Context: an optimization exercise on an open-source flow, tuned for a short achievable clock period and few clock cycles. The choices shown serve that exercise and are no tape-out recipe. Function was checked by simulation only, so behaviour that the tests miss may differ from the original. Power is estimated from default activity; no workload was simulated.

==> 08-24: inputs <==
// CPU
module CPU(
    input clk, rst,
    input [7:0] switch_little,
    input [7:0] switch_big,
    input button0, button1, button2, button3,
    output [13:0] imem_addr,
    input  [31:0] imem_data,
    output [13:0] dmem_addr,
    output [31:0] dmem_wdata,
    output dmem_we,
    input  [31:0] dmem_rdata,
    output reg [7:0] led_big,
    output reg [7:0] led_little,
    output reg [31:0] seg
);
localparam OP_R = 7'b0110011, OP_I = 7'b0010011, OP_L = 7'b0000011, OP_S = 7'b0100011, OP_B = 7'b1100011;
localparam OP_JAL = 7'b1101111, OP_JALR = 7'b1100111, OP_LUI = 7'b0110111, OP_AUIPC = 7'b0010111;
reg [31:0] pc_f;
reg [15:2] ia_q;            
reg        valid_x;
reg [31:0] pc_x;
reg [31:0] ir_x;
reg        pred_x;          
reg [31:0] ptgt_x;
reg [31:0] pchk_x;          
reg        pjr_x;           
reg [31:0] opa_x, opb_x;    
reg [31:0] imm_x;           
reg        am_x, awl_x, awr_x, ar_x;
reg        bm_x, bwl_x, bwr_x, br_x, bi_x;    
reg        sm_x, swl_x, swr_x, sr_x;          
  ...
==> flow/config.mk <==
export PLATFORM = sky130hd
export DESIGN_NAME = CPU
export DESIGN_NICKNAME = CPU
export VERILOG_FILES = /design/flow/design.v
export SDC_FILE = /design/flow/constraint.sdc
export NUM_CORES = 4
export LEC_CHECK = 0
export ABC_CLOCK_PERIOD_IN_PS = 3000
export CAP_MARGIN = 20
export CELL_PAD_IN_SITES_DETAIL_PLACEMENT = 1
export CELL_PAD_IN_SITES_GLOBAL_PLACEMENT = 1
export CORE_MARGIN = 2
export CORE_UTILIZATION = 30
export PLACE_DENSITY = 0.45
export SLEW_MARGIN = 20
export SYNTH_HIERARCHICAL = 1
==> flow/constraint.sdc <==
create_clock -name core_clock -period 12.5 [get_ports {clk}]
set_input_delay 2.5000 -clock core_clock [delete_from_list [all_inputs] [get_ports {clk}]]
set_output_delay 2.5000 -clock core_clock [all_outputs]
set_load 0.01 [all_outputs]
standard.sh (not shown) runs the stock make flow with config.mk's settings and CLKGATE_MAP_FILE= SYNTH_SCRIPT=/design/flow/synth_recipe.tcl, a recipe that flattens the netlist after the stock synthesis.
==> flow/flow/run.sh <==
#!/bin/bash
# Own layout flow: the standard synthesis and layout, with timing repair
# asked to leave MARGIN ns of setup slack at the design's clock period (the
# SDC itself is the design's, unchanged). Each step logs to its own file.
set -euo pipefail
MARGIN=$(cat flow/margin.txt)
bash standard.sh synth > synth.log 2>&1
bash standard.sh SETUP_SLACK_MARGIN=$MARGIN NUM_CORES=3 finish > layout.log 2>&1
==> flow/flow/margin.txt <==
9.0
==> inputs of 02-02, as changes to 08-24 <==
--- a/flow/design.v
+++ b/flow/design.v
@@ -28,16 +28,17 @@
 reg [31:0] imm_x;           
 reg        am_x, awl_x, awr_x, ar_x;
 reg        bm_x, bwl_x, bwr_x, br_x, bi_x;    
 reg        sm_x, swl_x, swr_x, sr_x;          
 reg        wen_x;           
 reg        isld_x, isst_x, isbr_x, isjal_x, isjalr_x;
 reg        isr_x, isi_x, isfix_x, iscti_x;
 reg        sub_x;
+reg        rs_sum, rs_shl, rs_shr, rs_xor, rs_or, rs_and, rs_slt, rs_sltu, rs_fix;
 reg [4:0]  rd_x_q;
 reg [2:0]  f3_x;
 reg        wen_m;
 reg [4:0]  rd_m;
 reg        load_m;
 reg        st_io_m;
 reg        ld_io_m;
 reg        ld_sext_m;
@@ -101,66 +102,64 @@
 rfread rp2 (.regs(rf_flat), .rs(rs2), .byp(wen_w & (rd_w == rs2)), .bval(wb_w), .v(rv2));
 wire m1 = wen_x & (rd_x_q == rs1);
 wire w1 = wen_m & (rd_m == rs1) & ~m1;
 wire m2 = wen_x & (rd_x_q == rs2);
 wire w2 = wen_m & (rd_m == rs2) & ~m2;
 wire f_imm2 = ~(f_r | f_br);
 wire stall_f;
 wire [BI+1:2] idx_f = pc_f[BI+1:2];
-wire hit_f = 1'b0;    
+wire hit_f = btb_v[idx_f] & (btb_tag[idx_f] == pc_f[15:BI+2]) &
+             (pc_f[31:16] == 16'd0) & (pc_f[1:0] == 2'd0);
 wire [31:0] btgt_f = {16'd0, btb_tgt[idx_f]};
 wire [31:0] a  = ({32{am_x}} & res_m) | ({32{awl_x}} & rdata_w) | ({32{awr_x}} & res_w) | ({32{ar_x}} & opa_x);
 wire [31:0] op2 = ({32{bm_x}} & res_m) | ({32{bwl_x}} & rdata_w) | ({32{bwr_x}} & res_w) | ({32{br_x}} & opb_x) | ({32{bi_x}} & imm_x);
 wire [31:0] sd  = ({32{sm_x}} & res_m) | ({32{swl_x}} & rdata_w) | ({32{swr_x}} & res_w) | ({32{sr_x}} & opb_x);
-wire [31:0] sum  = a + (sub_x ? ~op2 : op2) + {31'd0, sub_x};
-wire        eq   = a == op2;
-wire        ltu  = a < op2;
-wire        lt   = (a[31] ^ op2[31]) ? a[31] : ltu;
+wire [31:0] sum, jsum;
+wire eq, lt, ltu, jeq;
+xadd xa (.am(am_x), .awl(awl_x), .awr(awr_x), .ar(ar_x),
+         .bm(bm_x), .bwl(bwl_x), .bwr(bwr_x), .br(br_x), .bi(bi_x),
+         .res_m(res_m), .rdata_w(rdata_w), .res_w(res_w), .ra(opa_x), .rb(opb_x), .imm(imm_x),
+         .sub(sub_x), .sum(sum));
+xcmp xc (.am(am_x), .awl(awl_x), .awr(awr_x), .ar(ar_x),
+         .bm(bm_x), .bwl(bwl_x), .bwr(bwr_x), .br(br_x), .bi(bi_x),
+         .res_m(res_m), .rdata_w(rdata_w), .res_w(res_w), .ra(opa_x), .rb(opb_x), .imm(imm_x),
+         .eq(eq), .lt(lt), .ltu(ltu));
+xjmp xj (.am(am_x), .awl(awl_x), .awr(awr_x), .ar(ar_x),
+         .res_m(res_m), .rdata_w(rdata_w), .res_w(res_w), .ra(opa_x), .imm(imm_x), .chk(pchk_x),
+         .jsum(jsum), .jeq(jeq));
 wire [4:0]  sh   = op2[4:0];
 wire [31:0] shl  = a << sh;
 wire [63:0] shx  = {{32{ir_x[30] & a[31]}}, a} >> sh;
 wire [31:0] shr  = shx[31:0];
-reg [31:0] alu;
-always @(*) begin
-    case (f3_x)
-        3'd0: alu = sum;
-        3'd1: alu = shl;
-        3'd2: alu = {31'd0, lt};
-        3'd3: alu = {31'd0, ltu};
-        3'd4: alu = a ^ op2;
-        3'd5: alu = shr;
-        3'd6: alu = a | op2;
-        default: alu = a & op2;
-    endcase
-end
 wire [31:0] immu_x = {ir_x[31:12], 12'b0};
 wire [31:0] immb_x = {{20{ir_x[31]}}, ir_x[7], ir_x[30:25], ir_x[11:8], 1'b0};
 wire [31:0] immj_x = {{12{ir_x[31]}}, ir_x[19:12], ir_x[20], ir_x[30:21], 1'b0};
 wire [31:0] pc4_x  = pc_x + 32'd4;
 wire [31:0] fix_x  = (ir_x[6:0] == OP_LUI) ? immu_x : (ir_x[6:0] == OP_AUIPC) ? pc_x + immu_x : pc4_x;
 wire [31:0] tgt_x  = pc_x + (isjal_x ? immj_x : immb_x);
-wire [31:0] res_x = isfix_x ? fix_x : (isr_x | isi_x) ? alu : sum;
+wire [31:0] res_x = ({32{rs_sum}} & sum) | ({32{rs_shl}} & shl) | ({32{rs_shr}} & shr) |
+                    ({32{rs_xor}} & (a ^ op2)) | ({32{rs_or}} & (a | op2)) | ({32{rs_and}} & (a & op2)) |
+                    {31'd0, (rs_slt & lt) | (rs_sltu & ltu)} | ({32{rs_fix}} & fix_x);
 reg cond;
 always @(*) begin
     case (f3_x)
         3'd0: cond = eq;
         3'd1: cond = ~eq;
         3'd4: cond = lt;
         3'd5: cond = ~lt;
         3'd6: cond = ltu;
         3'd7: cond = ~ltu;
         default: cond = 1'b0;    
     endcase
 end
 wire tgt_ok = pred_x & ~pjr_x & (pchk_x == (isjal_x ? immj_x : immb_x));    
-wire jr_ok  = pred_x & pjr_x & (a == pchk_x);                              
+wire jr_ok  = pred_x & pjr_x & jeq;                                       
 wire taken  = isjal_x | isjalr_x | (isbr_x & cond);
 wire        rd_t  = isjalr_x ? ~jr_ok : ~tgt_ok;                  
-wire [31:0] jsum  = a + imm_x;      
 wire [31:0] np_t  = isjalr_x ? jsum : tgt_x;
 wire        rd_n  = pred_x;                                      
 wire        redir_x = valid_x & (taken ? rd_t : rd_n);
 wire [31:0] pc_next;
 wire [15:2] ia_next;
 nextpc npc (.rs1(rs1), .rs2(rs2), .isld_x(isld_x), .wen_x(wen_x), .rd_x(rd_x_q),
             .hit_f(hit_f), .btgt_f(btgt_f), .pc_f(pc_f),
             .valid_x(valid_x), .taken(taken), .rd_t(rd_t), .np_t(np_t), .rd_n(rd_n), .pc4_x(pc4_x),
@@ -218,16 +217,25 @@
     sr_x  <= ~m2 & ~w2;
     rd_x_q <= rd;
     f3_x <= ir[14:12];
     isr_x <= f_r;
     isi_x <= f_i;
     isfix_x <= f_lui | f_auipc | f_jal | f_jalr;
     iscti_x <= f_br | f_jal | f_jalr;
     sub_x <= f_r & ir[30] & (ir[14:12] == 3'd0);
+    rs_fix  <= f_lui | f_auipc | f_jal | f_jalr;
+    rs_sum  <= ~(f_lui | f_auipc | f_jal | f_jalr) & (~(f_r | f_i) | (ir[14:12] == 3'd0));
+    rs_shl  <= (f_r | f_i) & (ir[14:12] == 3'd1);
+    rs_slt  <= (f_r | f_i) & (ir[14:12] == 3'd2);
+    rs_sltu <= (f_r | f_i) & (ir[14:12] == 3'd3);
+    rs_xor  <= (f_r | f_i) & (ir[14:12] == 3'd4);
+    rs_shr  <= (f_r | f_i) & (ir[14:12] == 3'd5);
+    rs_or   <= (f_r | f_i) & (ir[14:12] == 3'd6);
+    rs_and  <= (f_r | f_i) & (ir[14:12] == 3'd7);
 end
 always @(posedge clk or negedge rst) begin
     if (!rst) begin
         wen_m <= 1'b0;
         load_m <= 1'b0;
         st_io_m <= 1'b0;
         ld_io_m <= 1'b0;
         we_m <= 1'b0;
@@ -346,8 +354,51 @@
                  taken ? (rd_t ? np_t : pc_seq) :
                          (rd_n ? pc4_x : pc_seq);
 wire [31:0] pc4_f = pc_f + 32'd4;
 wire [15:2] ia_seq = stall_f ? ia_q : hit_f ? btgt_f[15:2] : pc4_f[15:2];
 assign ia_next = ~valid_x ? ia_seq :
                  taken ? (rd_t ? np_t[15:2] : ia_seq) :
                          (rd_n ? pc4_x[15:2] : ia_seq);
 endmodule
+module opsel(
+    input m, wl, wr, r,
+    input [31:0] res_m, rdata_w, res_w, rv,
+    output [31:0] v
+);
+assign v = ({32{m}} & res_m) | ({32{wl}} & rdata_w) | ({32{wr}} & res_w) | ({32{r}} & rv);
+endmodule
+module xadd(
+    input am, awl, awr, ar, bm, bwl, bwr, br, bi,
+    input [31:0] res_m, rdata_w, res_w, ra, rb, imm,
+    input sub,
+    output [31:0] sum
+);
+wire [31:0] a, b0;
+opsel sa (.m(am), .wl(awl), .wr(awr), .r(ar), .res_m(res_m), .rdata_w(rdata_w), .res_w(res_w), .rv(ra), .v(a));
+opsel sb (.m(bm), .wl(bwl), .wr(bwr), .r(br), .res_m(res_m), .rdata_w(rdata_w), .res_w(res_w), .rv(rb), .v(b0));
+wire [31:0] b = b0 | ({32{bi}} & imm);
+assign sum = a + (sub ? ~b : b) + {31'd0, sub};
+endmodule
+module xcmp(
+    input am, awl, awr, ar, bm, bwl, bwr, br, bi,
+    input [31:0] res_m, rdata_w, res_w, ra, rb, imm,
+    output eq, lt, ltu
+);
+wire [31:0] a, b0;
+opsel sa (.m(am), .wl(awl), .wr(awr), .r(ar), .res_m(res_m), .rdata_w(rdata_w), .res_w(res_w), .rv(ra), .v(a));
+opsel sb (.m(bm), .wl(bwl), .wr(bwr), .r(br), .res_m(res_m), .rdata_w(rdata_w), .res_w(res_w), .rv(rb), .v(b0));
+wire [31:0] b = b0 | ({32{bi}} & imm);
+assign eq  = a == b;
+assign ltu = a < b;
+assign lt  = (a[31] ^ b[31]) ? a[31] : ltu;
+endmodule
+module xjmp(
+    input am, awl, awr, ar,
+    input [31:0] res_m, rdata_w, res_w, ra, imm, chk,
+    output [31:0] jsum,
+    output jeq
+);
+wire [31:0] a;
+opsel sa (.m(am), .wl(awl), .wr(awr), .r(ar), .res_m(res_m), .rdata_w(rdata_w), .res_w(res_w), .rv(ra), .v(a));
+assign jsum = a + imm;
+assign jeq = a == chk;
+endmodule
==> flow/flow/run.sh (replaced) <==
#!/bin/bash
# Own layout flow: the standard synthesis and layout, with timing repair
# asked to leave MARGIN ns of setup slack at the design's clock period (the
# SDC itself is the design's, unchanged). Each step logs to its own file.
set -euo pipefail
MARGIN=$(cat flow/margin.txt)
bash standard.sh synth > synth.log 2>&1
bash standard.sh SETUP_SLACK_MARGIN=$MARGIN NUM_CORES=4 finish > layout.log 2>&1
==> inputs of 11-27, as changes to 08-24 <==
--- a/flow/design.v
+++ b/flow/design.v
@@ -101,17 +101,18 @@
 rfread rp2 (.regs(rf_flat), .rs(rs2), .byp(wen_w & (rd_w == rs2)), .bval(wb_w), .v(rv2));
 wire m1 = wen_x & (rd_x_q == rs1);
 wire w1 = wen_m & (rd_m == rs1) & ~m1;
 wire m2 = wen_x & (rd_x_q == rs2);
 wire w2 = wen_m & (rd_m == rs2) & ~m2;
 wire f_imm2 = ~(f_r | f_br);
 wire stall_f;
 wire [BI+1:2] idx_f = pc_f[BI+1:2];
-wire hit_f = 1'b0;    
+wire hit_f = btb_v[idx_f] & (btb_tag[idx_f] == pc_f[15:BI+2]) &
+             (pc_f[31:16] == 16'd0) & (pc_f[1:0] == 2'd0);
 wire [31:0] btgt_f = {16'd0, btb_tgt[idx_f]};
 wire [31:0] a  = ({32{am_x}} & res_m) | ({32{awl_x}} & rdata_w) | ({32{awr_x}} & res_w) | ({32{ar_x}} & opa_x);
 wire [31:0] op2 = ({32{bm_x}} & res_m) | ({32{bwl_x}} & rdata_w) | ({32{bwr_x}} & res_w) | ({32{br_x}} & opb_x) | ({32{bi_x}} & imm_x);
 wire [31:0] sd  = ({32{sm_x}} & res_m) | ({32{swl_x}} & rdata_w) | ({32{swr_x}} & res_w) | ({32{sr_x}} & opb_x);
 wire [31:0] sum  = a + (sub_x ? ~op2 : op2) + {31'd0, sub_x};
 wire        eq   = a == op2;
 wire        ltu  = a < op2;
 wire        lt   = (a[31] ^ op2[31]) ? a[31] : ltu;
==> flow/flow/run.sh (replaced) <==
#!/bin/bash
# Own layout flow: the standard synthesis and layout, with timing repair
# asked to leave MARGIN ns of setup slack at the design's clock period (the
# SDC itself is the design's, unchanged). Each step logs to its own file.
set -euo pipefail
MARGIN=$(cat flow/margin.txt)
bash standard.sh synth > synth.log 2>&1
bash standard.sh SETUP_SLACK_MARGIN=$MARGIN NUM_CORES=4 finish > layout.log 2>&1
PLACE_DENSITY = not set   (was 0.45)
==> inputs of 06-12, as changes to 08-24 <==
--- a/flow/design.v
+++ b/flow/design.v
@@ -101,17 +101,18 @@
 rfread rp2 (.regs(rf_flat), .rs(rs2), .byp(wen_w & (rd_w == rs2)), .bval(wb_w), .v(rv2));
 wire m1 = wen_x & (rd_x_q == rs1);
 wire w1 = wen_m & (rd_m == rs1) & ~m1;
 wire m2 = wen_x & (rd_x_q == rs2);
 wire w2 = wen_m & (rd_m == rs2) & ~m2;
 wire f_imm2 = ~(f_r | f_br);
 wire stall_f;
 wire [BI+1:2] idx_f = pc_f[BI+1:2];
-wire hit_f = 1'b0;    
+wire hit_f = btb_v[idx_f] & (btb_tag[idx_f] == pc_f[15:BI+2]) &
+             (pc_f[31:16] == 16'd0) & (pc_f[1:0] == 2'd0);
 wire [31:0] btgt_f = {16'd0, btb_tgt[idx_f]};
 wire [31:0] a  = ({32{am_x}} & res_m) | ({32{awl_x}} & rdata_w) | ({32{awr_x}} & res_w) | ({32{ar_x}} & opa_x);
 wire [31:0] op2 = ({32{bm_x}} & res_m) | ({32{bwl_x}} & rdata_w) | ({32{bwr_x}} & res_w) | ({32{br_x}} & opb_x) | ({32{bi_x}} & imm_x);
 wire [31:0] sd  = ({32{sm_x}} & res_m) | ({32{swl_x}} & rdata_w) | ({32{swr_x}} & res_w) | ({32{sr_x}} & opb_x);
 wire [31:0] sum  = a + (sub_x ? ~op2 : op2) + {31'd0, sub_x};
 wire        eq   = a == op2;
 wire        ltu  = a < op2;
 wire        lt   = (a[31] ^ op2[31]) ? a[31] : ltu;
==> flow/flow/run.sh (replaced) <==
#!/bin/bash
# Own layout flow: the standard synthesis and layout, with timing repair
# asked to leave MARGIN ns of setup slack at the design's clock period (the
# SDC itself is the design's, unchanged), and all the machine's CPUs for the
# layout tools. Each step logs to its own file.
set -euo pipefail
MARGIN=$(cat flow/margin.txt)
CORES=$(nproc)
bash standard.sh synth > synth.log 2>&1
bash standard.sh SETUP_SLACK_MARGIN=$MARGIN NUM_CORES=$CORES finish > layout.log 2>&1
==> qor summary <==
metric                                                                                                    11-27                            08-24                   02-02                   06-12
Total placed instance area                                                                          129400 um^2                       99120 um^2             132500 um^2             129500 um^2
Max-cap violations                                                                                            1                                0                       0                       0
Cell class with the largest area share                                                   flip-flops and latches  multi-input combinational cells  flip-flops and latches  flip-flops and latches
Area share of the leading cell type in the synthesized netlist                                           0.2377                           0.3040                  0.2315                  0.2377
Most repeated library cell on the critical path                                                               -                            buf_4                   buf_4                       -
Crit path buffers/inverters                                                                                   0                                7                       6                       1
Sequential cell area in the final layout                                                             64870 um^2                       42200 um^2              65030 um^2              64850 um^2
Total number of placement rows                                                                              231                              201                     234                     231
Power density of the placed cells                                                                 164.6 nW/um^2                    148.5 nW/um^2           167.3 nW/um^2           169.1 nW/um^2
Area share of xor/xnor cells in the synthesized design                                                  0.02086                          0.02080                 0.02002                 0.02086
Number of setup buffers added after CTS                                                                     660                              684                     691                     694
Area of the multi-input gates                                                                        57900 um^2                       51690 um^2              59950 um^2              58480 um^2
Run status                                                                             finished with violations         finished with violations  timing/DRC/antenna clean  timing/DRC/antenna clean
Layout check failures                                           max-capacitance violations, max-slew violations              max-slew violations                       -                       -
Most common cell after layout, fill and taps aside                                                      dfrtp_1                          dfrtp_1                 nand2_1                 dfrtp_1
Arrival time at the worst endpoint                                                                      5.71 ns                          5.38 ns                 5.75 ns                 5.40 ns
Minimum hold slack                                                                                    0.3976 ns                        0.3568 ns               0.4149 ns               0.3956 ns
Normalized max-slew margin                                                                              -0.1399                           -1.153                 0.09450                  0.1761
Sum of routed wire segments on met1                                                                   264900 um                        252800 um               317300 um               316100 um
Worst Max-Slew Pin Slew                                                                                1.708 ns                         3.222 ns                1.353 ns                1.236 ns
Proportion of power drawn by combinational gates                                                          0.261                            0.261                   0.260                   0.260
Mean routed wirelength per cell                                                                        42.46 um                         43.91 um                41.93 um                42.62 um
Compound-Gate Fraction of Synth Area                                                                     0.1833                           0.2354                  0.1925                  0.1833
Reg-to-reg startpoint                                                                                 opb_x[29]                            awr_x                    br_x                   bwl_x
Area added between synthesis and finish                                                                  32.75%                           38.17%                  31.18%                  34.34%
Testbench counts of 08-24, summed over its fixed seeds: cycles 38,777.
Testbench counts of 02-02, summed over its fixed seeds: cycles 36,721.
Testbench counts of 11-27, summed over its fixed seeds: cycles 36,721.
Testbench counts of 06-12, summed over its fixed seeds: cycles 36,721.

==> port drivers added, routing unchanged <==
The flow's constraints put no driver on any port. The routed layouts listed below were extracted and timed again, unchanged, in two steps.
Step 1, drivers: a clkbuf_16 drives clk and a buf_2 each remaining input, both assumed.
Step 2 adds t to the input delays and takes it off the output delays; t is the mean of the earliest and latest rising clock arrival at the registers after step 1. Input paths then give back, and output paths get back, about the clock's delay inside the block.
Three values: no drivers, after step 1, after step 2; two values: the first two.
run	t, ns	setup WS [ns]	worst hold slack (ns)	worst setup path at the end	worst data-port slew with drivers (ns)
08-24	1.011	7.932 / 7.932 / 7.283	0.357 / 0.357 / 0.357	input to register	0.31
02-02	1.030	7.565 / 7.565 / 7.366	0.415 / 0.415 / 0.415	input to register	0.23
11-27	1.126	7.707 / 7.707 / 7.040	0.398 / 0.398 / 0.398	input to register	0.41
06-12	1.055	7.852 / 7.852 / 7.177	0.396 / 0.396 / 0.396	input to register	0.45
For 06-12, which loses most, drivers alone change the setup slack by 0.000 ns; drivers and shift together by -0.675 ns.
